Source: an optimization exercise on an open RTL-to-GDS flow (aim: small area). Production flows keep margins and buffers that such runs may drop. RTL that was checked went through simulation tests only; none was proved equivalent to the original. No driver is modelled on the clock port, so clock power and skew are understated where the tree is cut down; a real chip needs a root buffer or a tree. No activity file was given, so power comes from the tool's default toggle rates.

==> v32: inputs <==
==> flow/design.v <==
`timescale 1ns / 1ps
module main(
    input clk,
    input rst,        
    input [9:0] sw,   
    output reg [6:0] segmentos,
    output reg [7:0] anodos
);
    reg [1:0] ph;
    reg [11:0] c;
    always @(posedge clk) begin
        ph <= rst ? 2'b00 : {ph[0], ~ph[1]};
        c  <= rst ? 12'd0 : c + {11'd0, ph == 2'b10};
    end
    wire ts  = (ph == 2'b11);                  
    wire ta1 = (ph == 2'b00) && (c == 12'h800);  
    wire cap = ts && (c[8:0] == 9'h000);       
    wire app = ts && (c[8:0] == 9'h002);       
    wire err   = (sw[7] & sw[8]) | (sw[7] & sw[9]) | (sw[8] & sw[9]);
    wire m_err = sw[0] & err;
    wire m_a3  = sw[0] & ~err & sw[9];
    wire m_a2  = sw[0] & ~err & sw[8];
    wire m_a1  = sw[0] & ~err & sw[7];
    wire m_nom = sw[0] & ~(sw[7] | sw[8] | sw[9]);
    localparam [2:0] G_NONE = 3'd0, G_ERR = 3'd1, G_A2 = 3'd2, G_A3 = 3'd3, G_NOM = 3'd4;
    reg [2:0] g;       
    reg [2:0] k;       
    reg [2:0] n;       
    always @(posedge clk) begin
        if (rst) begin
            g <= G_NONE;
            n <= 3'd1;
        end else if (ts) begin
            if (m_err) begin
                k <= (g == G_ERR && k != 3'd4) ? k + 3'd1 : 3'd0;
                g <= G_ERR;
            end else if (m_a2) begin
                k <= (g == G_A2) ? k + 3'd1 : 3'd0;
                g <= G_A2;
            end else if (m_a3) begin
                k <= (g == G_A3) ? k + 3'd1 : 3'd0;
                g <= G_A3;
            end else if (m_nom) begin
                k <= n;
                n <= (n == 3'd5) ? 3'd1 : n + 3'd1;
                g <= G_NOM;
            end else begin
                g <= G_NONE;
            end
        end
    end
    reg       f;       
    reg [2:0] p;       
    reg [3:0] w;       
    always @(posedge clk) begin
        if (cap) f <= c[9] ? m_a2 : (c[10] & m_a3);
        if (rst) begin
            p <= 3'd0;
            w <= 4'd7;
        end else begin
            if (app & f & c[9]) p <= p + 3'd1;
            if (w == 4'd7) begin
                if (ts & c[0]) w <= 4'd0;      
            end else if (app & f & ~c[9]) begin
                w <= (w == 4'd4) ? 4'd8 : w + 4'd1;
            end
        end
    end
    reg [2:0] a;       
    reg [2:0] m;       
    always @(posedge clk) begin
        if (rst) begin
            a <= 3'd0;
            m <= 3'd0;
        end else if (ta1) begin
            if (m_a1) begin
                a <= (a == 3'd5) ? 3'd1 : a + 3'd1;
                if (a == 3'd5 && m != 3'd5) m <= m + 3'd1;
            end else begin
                a <= 3'd0;
                m <= 3'd0;
            end
        end
    end
    function [6:0] name(input [2:0] t);    
        case (t)
            3'd1: name = 7'b0001000;  
            3'd2: name = 7'b1100011;  
            3'd3: name = 7'b1111011;  
            default: name = 7'b0100001;  
        endcase
    endfunction
    function [6:0] error_l(input [2:0] x);
        case (x)
            3'd0: error_l = 7'b0000110;  
            3'd3: error_l = 7'b1000000;  
            default: error_l = 7'b0101111;  
        endcase
    endfunction
    wire match = (m_err & g == G_ERR) | (m_a2 & g == G_A2) |
                 (m_a3 & g == G_A3) | (m_nom & g == G_NOM);
    wire on = m_a1 ? (a != 3'd0) : match;
    wire [2:0] pos = m_a1 ? a : k;
    wire [2:0] o2 = p[2] ? 3'd0 - p : p;   
    reg [3:0] base;
    always @(*) begin
        if (m_a1)           base = 4'hF;                   
        else if (g == G_A2) base = {1'b0, o2} - 4'd3;
        else if (g == G_A3) base = w;
        else                base = 4'hF;                   
    end
    wire [3:0] t = {1'b0, pos} + base;
    wire show1 = (m >= a);
    wire valid = (t <= 4'd4) & (~m_a1 | show1);
    always @(*) begin
        segmentos = 7'b1111111;
        anodos = 8'b11111111;
        if (on) begin
            anodos = ~(8'h80 >> pos);
            if (~m_a1 & g == G_ERR) segmentos = error_l(k);
            else if (valid)         segmentos = name(t[2:0]);
        end
    end
endmodule
==> flow/flow/run.sh <==
#!/bin/bash
# Own layout flow: the standard flow (standard.sh), with
#  - synthesis through flow/synth.tcl: the standard flow's synthesis script unchanged, except
#    that ABC is run several times (deep AIG synthesis with different seeds,
#    then area-oriented mapping) and the smallest result is kept, and the
#    half/full-adder extraction is off (ADDER_MAP_FILE empty);
#  - the port buffers made from sky130_fd_sc_hd__buf_1;
#  - in place of a clock tree, two clock buffers that the clock port drives,
#    each driving the registers of one half of the layout (flow/clkbuf.tcl,
#    run as the CTS step's PRE_CTS_TCL hook).
# Each tool's full output goes to the ORFS logs under orfs/logs, and make's
# output to flow_make.log in this folder.
set -euo pipefail
cd "$(dirname "$0")/.."
HERE=$(pwd)
bash standard.sh \
  "SYNTH_SCRIPT=$HERE/flow/synth.tcl" \
  "ADDER_MAP_FILE=" \
  "BUFFER_PORTS_ARGS=-buffer_cell sky130_fd_sc_hd__buf_1" \
  "PRE_CTS_TCL=$HERE/flow/clkbuf.tcl" \
  finish > "$HERE/flow_make.log" 2>&1
==> flow/flow/clkbuf.tcl <==
# Clock buffering in place of a clock tree: the registers are split into
# two groups by position (halves along x), and the clock port
# drives one buffer per group, placed at the group's centre.
proc clock_tree_synthesis {args} {
  set cell sky130_fd_sc_hd__clkbuf_8
  set ngroups 2
  set block [ord::get_db_block]
  set clknet [$block findNet clk]
  set master [[ord::get_db] findMaster $cell]
  set sinks {}
  foreach it [$clknet getITerms] {
    set bb [[$it getInst] getBBox]
    lappend sinks [list $it [expr {([$bb xMin] + [$bb xMax]) / 2}] [expr {([$bb yMin] + [$bb yMax]) / 2}]]
  }
  # split into groups: halve along x, then along y, ...
  set groups [list $sinks]
  set axis 1
  while {[llength $groups] < $ngroups} {
    set next {}
    foreach g $groups {
      set s [lsort -integer -index $axis $g]
      set h [expr {[llength $s] / 2}]
      lappend next [lrange $s 0 [expr {$h - 1}]] [lrange $s $h end]
    }
    set groups $next
    set axis [expr {3 - $axis}]
  }
  set gi 0
  foreach g $groups {
    set inst [odb::dbInst_create $block $master clkbuf_g$gi]
    set net [odb::dbNet_create $block clk_g$gi]
    $net setSigType CLOCK
    set sx 0; set sy 0
    foreach s $g {
      set it [lindex $s 0]
      $it disconnect
      $it connect $net
      set sx [expr {$sx + [lindex $s 1]}]
      set sy [expr {$sy + [lindex $s 2]}]
    }
    set n [llength $g]
    [$inst findITerm A] connect $clknet
    [$inst findITerm X] connect $net
    $inst setLocation [expr {$sx / $n}] [expr {$sy / $n}]
    $inst setPlacementStatus PLACED
    puts "clock buffer clkbuf_g$gi ($cell) drives $n registers"
    incr gi
  }
  set_propagated_clock [all_clocks]
}
==> flow/flow/synth.tcl <==
# The standard flow's synthesis script (synth_recipe.tcl in the work folder), with ABC's
# mapping step replaced: ABC is run several times on the same logic, each run
# restructuring the AIG (&deepsyn with its own random seed) and mapping it for
# area, and the run with the smallest cell area is kept. The runs go in
# parallel in separate Yosys processes on a copy of the design, and the kept
# one's result is read back here. Registers are mapped before ABC runs, so they are the
# same as the standard synthesis's.
set own_flow_dir [file dirname [file normalize [info script]]]
set own_dir [file join $::env(OBJECTS_DIR) own_abc]
file mkdir $own_dir
proc own_abc_script {seed mapper} {
  set f [file join $::own_dir abc_${mapper}_${seed}.script]
  set h [open $f w]
  puts $h "strash"
  puts $h "&get -n"
  puts $h "&deepsyn -J 100 -S $seed"
  puts $h "&put"
  switch $mapper {
    nf    { puts $h "&get -n\n&dch -f\n&nf -a -R 1000\n&put" }
    amap  { puts $h "dch -f\namap -F 4 -A 4" }
    amapm { puts $h "dch -f\namap -m -F 4 -A 4" }
  }
  puts $h "topo"
  close $h
  return $f
}
proc own_area {f} {
  set h [open $f r]; set t [read $h]; close $h
  if {![regexp {Chip area for (?:top )?module '\\[^']*': ([0-9.]+)} $t -> a]} { return {} }
  return $a
}
proc abc {args} {
  set i [lsearch -exact $args -script]
  if { $i < 0 } { yosys abc {*}$args; return }
  set libs {}
  foreach j [lsearch -all -exact $args -liberty] { lappend libs -liberty [lindex $args [expr {$j + 1}]] }
  set pre [file join $::own_dir pre_abc.il]
  yosys write_rtlil $pre
  set jobs [file join $::own_dir jobs.txt]
  set jh [open $jobs w]
  set cands {}
  foreach mapper {amapm amap nf} {
    for {set seed 0} {$seed < 12} {incr seed} {
      set s [own_abc_script $seed $mapper]
      set tag ${mapper}_${seed}
      set ys [file join $::own_dir run_$tag.ys]
      set h [open $ys w]
      puts $h "read_rtlil $pre"
      puts $h "abc [join [lreplace $args $i [expr {$i + 1}] -script $s] { }]"
      puts $h "tee -q -o [file join $::own_dir stat_$tag.txt] stat $libs"
      puts $h "write_rtlil [file join $::own_dir post_$tag.il]"
      close $h
      puts $jh "$::env(YOSYS_EXE) -q -l [file join $::own_dir run_$tag.log] -s $ys"
      lappend cands [list $tag $s]
    }
  }
  close $jh
  set ncpu [expr {[info exists ::env(NUM_CORES)] ? $::env(NUM_CORES) : 4}]
  catch { exec sh -c "tr '\\n' '\\0' < $jobs | xargs -0 -P $ncpu -I CMD sh -c 'CMD > /dev/null 2>&1'" }
  set best {}
  set log [open [file join $::own_dir runs.txt] w]
  foreach c $cands {
    lassign $c tag s
    set a [own_area [file join $::own_dir stat_$tag.txt]]
    puts $log "$tag: $a"
    if {$a ne {} && ($best eq {} || $a < [lindex $best 0])} { set best [list $a $s $tag] }
  }
  close $log
  if {$best eq {}} {
    puts "own abc: no parallel run finished; using the first candidate"
    set best [list {} [lindex [lindex $cands 0] 1] [lindex [lindex $cands 0] 0]]
  }
  set post [file join $::own_dir post_[lindex $best 2].il]
  if {[lindex $best 0] ne {} && [file exists $post]} {
    puts "own abc: keeping [lindex $best 2] (area [lindex $best 0])"
    yosys design -reset
    yosys read_rtlil $post
  } else {
    yosys abc {*}[lreplace $args $i [expr {$i + 1}] -script [lindex $best 1]]
  }
}
source [file join [file dirname $own_flow_dir] synth_recipe.tcl]
==> flow/standard.sh <==
#!/bin/bash
# synth_recipe.tcl (not shown) runs the flow's synth.tcl, then flattens the netlist and writes it again
# the make line also repeats each setting of config.mk as NAME=value (left out here)
make -C /OpenROAD-flow-scripts/flow DESIGN_CONFIG=/design/flow/config.mk WORK_HOME=/design/flow/orfs CLKGATE_MAP_FILE= SYNTH_SCRIPT=/design/flow/synth_recipe.tcl "${@:-finish}"
==> flow/config.mk <==
export PLATFORM = sky130hd
export DESIGN_NAME = main
export DESIGN_NICKNAME = main
export VERILOG_FILES = /design/flow/design.v
export SDC_FILE = /design/flow/constraint.sdc
export NUM_CORES = 4
export LEC_CHECK = 0
export CAP_MARGIN = 20
export CORE_MARGIN = 2
export CORE_UTILIZATION = 40
export PLACE_DENSITY = 0.75
export SLEW_MARGIN = 20
==> flow/constraint.sdc <==
create_clock -name core_clock -period 10.0 [get_ports {clk}]
set_input_delay 2.0000 -clock core_clock [delete_from_list [all_inputs] [get_ports {clk}]]
set_output_delay 2.0000 -clock core_clock [all_outputs]
set_load 0.01 [all_outputs]
==> inputs of v39, as changes to v32 <==
--- a/flow/design.v
+++ b/flow/design.v
@@ -57,11 +57,11 @@
         if (rst) begin
             p <= 3'd0;
-            w <= 4'd7;
+            w <= 4'd8;
         end else begin
             if (app & f & c[9]) p <= p + 3'd1;
-            if (w == 4'd7) begin
-                if (ts & c[0]) w <= 4'd0;      
+            if (w == 4'd8) begin
+                if (ts & c[0]) w <= 4'd1;      
             end else if (app & f & ~c[9]) begin
-                w <= (w == 4'd4) ? 4'd8 : w + 4'd1;
+                w <= (w == 4'd5) ? 4'd9 : w + 4'd1;
             end
         end
@@ -85,7 +85,7 @@
     function [6:0] name(input [2:0] t);    
         case (t)
-            3'd1: name = 7'b0001000;  
-            3'd2: name = 7'b1100011;  
-            3'd3: name = 7'b1111011;  
+            3'd2: name = 7'b0001000;  
+            3'd3: name = 7'b1100011;  
+            3'd4: name = 7'b1111011;  
             default: name = 7'b0100001;  
         endcase
@@ -105,12 +105,12 @@
     reg [3:0] base;
     always @(*) begin
-        if (m_a1)           base = 4'hF;                   
-        else if (g == G_A2) base = {1'b0, o2} - 4'd3;
+        if (m_a1)           base = 4'd0;
+        else if (g == G_A2) base = {1'b0, o2} - 4'd2;
         else if (g == G_A3) base = w;
-        else                base = 4'hF;                   
+        else                base = 4'd0;
     end
     wire [3:0] t = {1'b0, pos} + base;
     wire show1 = (m >= a);
-    wire valid = (t <= 4'd4) & (~m_a1 | show1);
+    wire valid = (t >= 4'd1) & (t <= 4'd5) & (~m_a1 | show1);
     always @(*) begin
         segmentos = 7'b1111111;
==> flow/flow/run.sh (replaced) <==
#!/bin/bash
# Own layout flow: the standard flow (standard.sh), with
#  - synthesis through flow/synth.tcl: the standard flow's synthesis script unchanged, except
#    that ABC restructures and maps the logic for area (flow/area.abc: deep
#    AIG synthesis for 60 s, then area-oriented mapping), and the
#    half/full-adder extraction is off (ADDER_MAP_FILE empty);
#  - the port buffers made from sky130_fd_sc_hd__buf_1;
#  - in place of a clock tree, four clock buffers that the clock port drives,
#    each driving the registers of one quarter of the layout (flow/clkbuf.tcl,
#    run as the CTS step's PRE_CTS_TCL hook).
# Each tool's full output goes to the ORFS logs under orfs/logs, and make's
# output to flow_make.log in this folder.
set -euo pipefail
cd "$(dirname "$0")/.."
HERE=$(pwd)
bash standard.sh \
  "SYNTH_SCRIPT=$HERE/flow/synth.tcl" \
  "ADDER_MAP_FILE=" \
  "BUFFER_PORTS_ARGS=-buffer_cell sky130_fd_sc_hd__buf_1" \
  "PRE_CTS_TCL=$HERE/flow/clkbuf.tcl" \
  finish > "$HERE/flow_make.log" 2>&1
==> flow/flow/area.abc (new file) <==
strash
&get -n
&deepsyn -T 60
&put
&get -n
&dch -f
&nf -a -R 1000
&put
topo
--- a/flow/flow/clkbuf.tcl
+++ b/flow/flow/clkbuf.tcl
@@ -1,8 +1,8 @@
 # Clock buffering in place of a clock tree: the registers are split into
-# two groups by position (halves along x), and the clock port
+# four groups by position (along x, then y), and the clock port
 # drives one buffer per group, placed at the group's centre.
 proc clock_tree_synthesis {args} {
-  set cell sky130_fd_sc_hd__clkbuf_8
-  set ngroups 2
+  set cell sky130_fd_sc_hd__clkbuf_4
+  set ngroups 4
   set block [ord::get_db_block]
   set clknet [$block findNet clk]
==> flow/flow/synth.tcl (replaced) <==
# The standard flow's synthesis script (synth_recipe.tcl in the work folder), with ABC's
# mapping script replaced by flow/area.abc. Registers are mapped before ABC
# runs, so they are the same as the standard synthesis's.
set own_abc_script [file join [file dirname [info script]] area.abc]
proc abc {args} {
  set i [lsearch -exact $args -script]
  if { $i >= 0 } {
    set args [lreplace $args $i [expr { $i + 1 }] -script $::own_abc_script]
  }
  yosys abc {*}$args
}
source [file join [file dirname [file dirname [info script]]] synth_recipe.tcl]
- CORE_UTILIZATION: 40 -> 70
- PLACE_DENSITY: 0.75 -> 0.85
==> inputs of v15, as changes to v32 <==
--- a/flow/design.v
+++ b/flow/design.v
@@ -7,14 +7,10 @@
     output reg [7:0] anodos
 );
-    reg [1:0] ph;
-    reg [11:0] c;
-    always @(posedge clk) begin
-        ph <= rst ? 2'b00 : {ph[0], ~ph[1]};
-        c  <= rst ? 12'd0 : c + {11'd0, ph == 2'b10};
-    end
-    wire ts  = (ph == 2'b11);                  
-    wire ta1 = (ph == 2'b00) && (c == 12'h800);  
-    wire cap = ts && (c[8:0] == 9'h000);       
-    wire app = ts && (c[8:0] == 9'h002);       
+    reg [13:0] c;
+    always @(posedge clk) c <= rst ? 14'd0 : c + 14'd1;
+    wire ts  = (c[1:0] == 2'b10);           
+    wire ta1 = (c == 14'h2000);             
+    wire cap = (c[10:0] == 11'h002);        
+    wire app = (c[10:0] == 11'h00A);        
     wire err   = (sw[7] & sw[8]) | (sw[7] & sw[9]) | (sw[8] & sw[9]);
     wire m_err = sw[0] & err;
@@ -54,13 +50,13 @@
     reg [3:0] w;       
     always @(posedge clk) begin
-        if (cap) f <= c[9] ? m_a2 : (c[10] & m_a3);
+        if (cap) f <= c[11] ? m_a2 : (c[12] & m_a3);
         if (rst) begin
             p <= 3'd0;
             w <= 4'd7;
         end else begin
-            if (app & f & c[9]) p <= p + 3'd1;
+            if (app & f & c[11]) p <= p + 3'd1;
             if (w == 4'd7) begin
-                if (ts & c[0]) w <= 4'd0;      
-            end else if (app & f & ~c[9]) begin
+                if (c[2] & c[1]) w <= 4'd0;
+            end else if (app & f & ~c[11]) begin
                 w <= (w == 4'd4) ? 4'd8 : w + 4'd1;
             end
@@ -105,8 +101,8 @@
     reg [3:0] base;
     always @(*) begin
-        if (m_a1)           base = 4'hF;                   
+        if (m_a1)           base = 4'hF;
         else if (g == G_A2) base = {1'b0, o2} - 4'd3;
         else if (g == G_A3) base = w;
-        else                base = 4'hF;                   
+        else                base = 4'hF;
     end
     wire [3:0] t = {1'b0, pos} + base;
--- a/flow/flow/clkbuf.tcl
+++ b/flow/flow/clkbuf.tcl
@@ -3,6 +3,6 @@
 # drives one buffer per group, placed at the group's centre.
 proc clock_tree_synthesis {args} {
-  set cell sky130_fd_sc_hd__clkbuf_8
-  set ngroups 2
+  set cell sky130_fd_sc_hd__clkbuf_4
+  set ngroups 4
   set block [ord::get_db_block]
   set clknet [$block findNet clk]
==> summary of the runs <==
Synthesized area: v39 > v32 > v15.
Global-route usage, lowest first: v32, v15, v39.
Register-to-register slack: v32 < v39 < v15.
Maximum frequency: v32 < v15 < v39.
Against v15, the core utilization of v32 is lower by 0.26 points.
==> figures <==
Outcome: v39 complete, no violations; v32 complete, no violations; v15 complete, no violations
Vias: v39 1889; v32 1800; v15 1806
DPL Wire Length: v39 3.16 mm; v32 2.99 mm; v15 2.99 mm
Vias in the first global route: v39 1702; v32 1481; v15 1645
GRT Total Usage: v39 27.0%; v32 14.7%; v15 15.9%
Seq power: v39 153 uW; v32 154 uW; v15 156 uW
Yosys top cell area share: v39 34.5%; v32 35.2%; v15 35.4%
Clock tree skew after final layout: v39 26.5 ps; v32 10.4 ps; v15 12.2 ps
Wire length on met3: v39 241 um; v32 135 um; v15 169 um
Post-Route Hold Slack: v39 494 ps; v32 451 ps; v15 458 ps
Commonest non-fill, non-tap cell in the layout: v39 nand2_1; v32 clkinv_1; v15 nor2_1
For v39, only the layout was checked, not whether the RTL still works. In every run of this note, the design's own scripts or RTL, not TritonCTS, make the clock network.

-- what the ideal ports hide --
Ports are ideal in the flow. The routed layouts listed here were re-timed in OpenROAD. Step 1: set_driving_cell puts a clkbuf_16 on clk and a buf_2 on each other input, an assumption about the parent block. Step 2 also shifts input and output timing later by t, the mid clock arrival at the registers, as if the neighbouring blocks saw the same clock. a / b / c = ideal ports / drivers / drivers and shift; a / b = the first two.
| run | shift t [ns] | setup slack, ns | clock arrival spread, ns |
|---|---|---|---|
| v32 | 0.198 | 2.472 / 2.449 / 2.449 | 0.011 / 0.011 |
| v39 | 0.206 | 3.291 / 3.270 / 3.270 | 0.027 / 0.027 |
| v15 | 0.202 | 2.896 / 2.875 / 2.875 | 0.013 / 0.013 |
After both steps every run listed still meets setup and hold. For v32, which loses most, drivers alone change the setup slack by -0.023 ns; drivers and shift together by -0.023 ns.
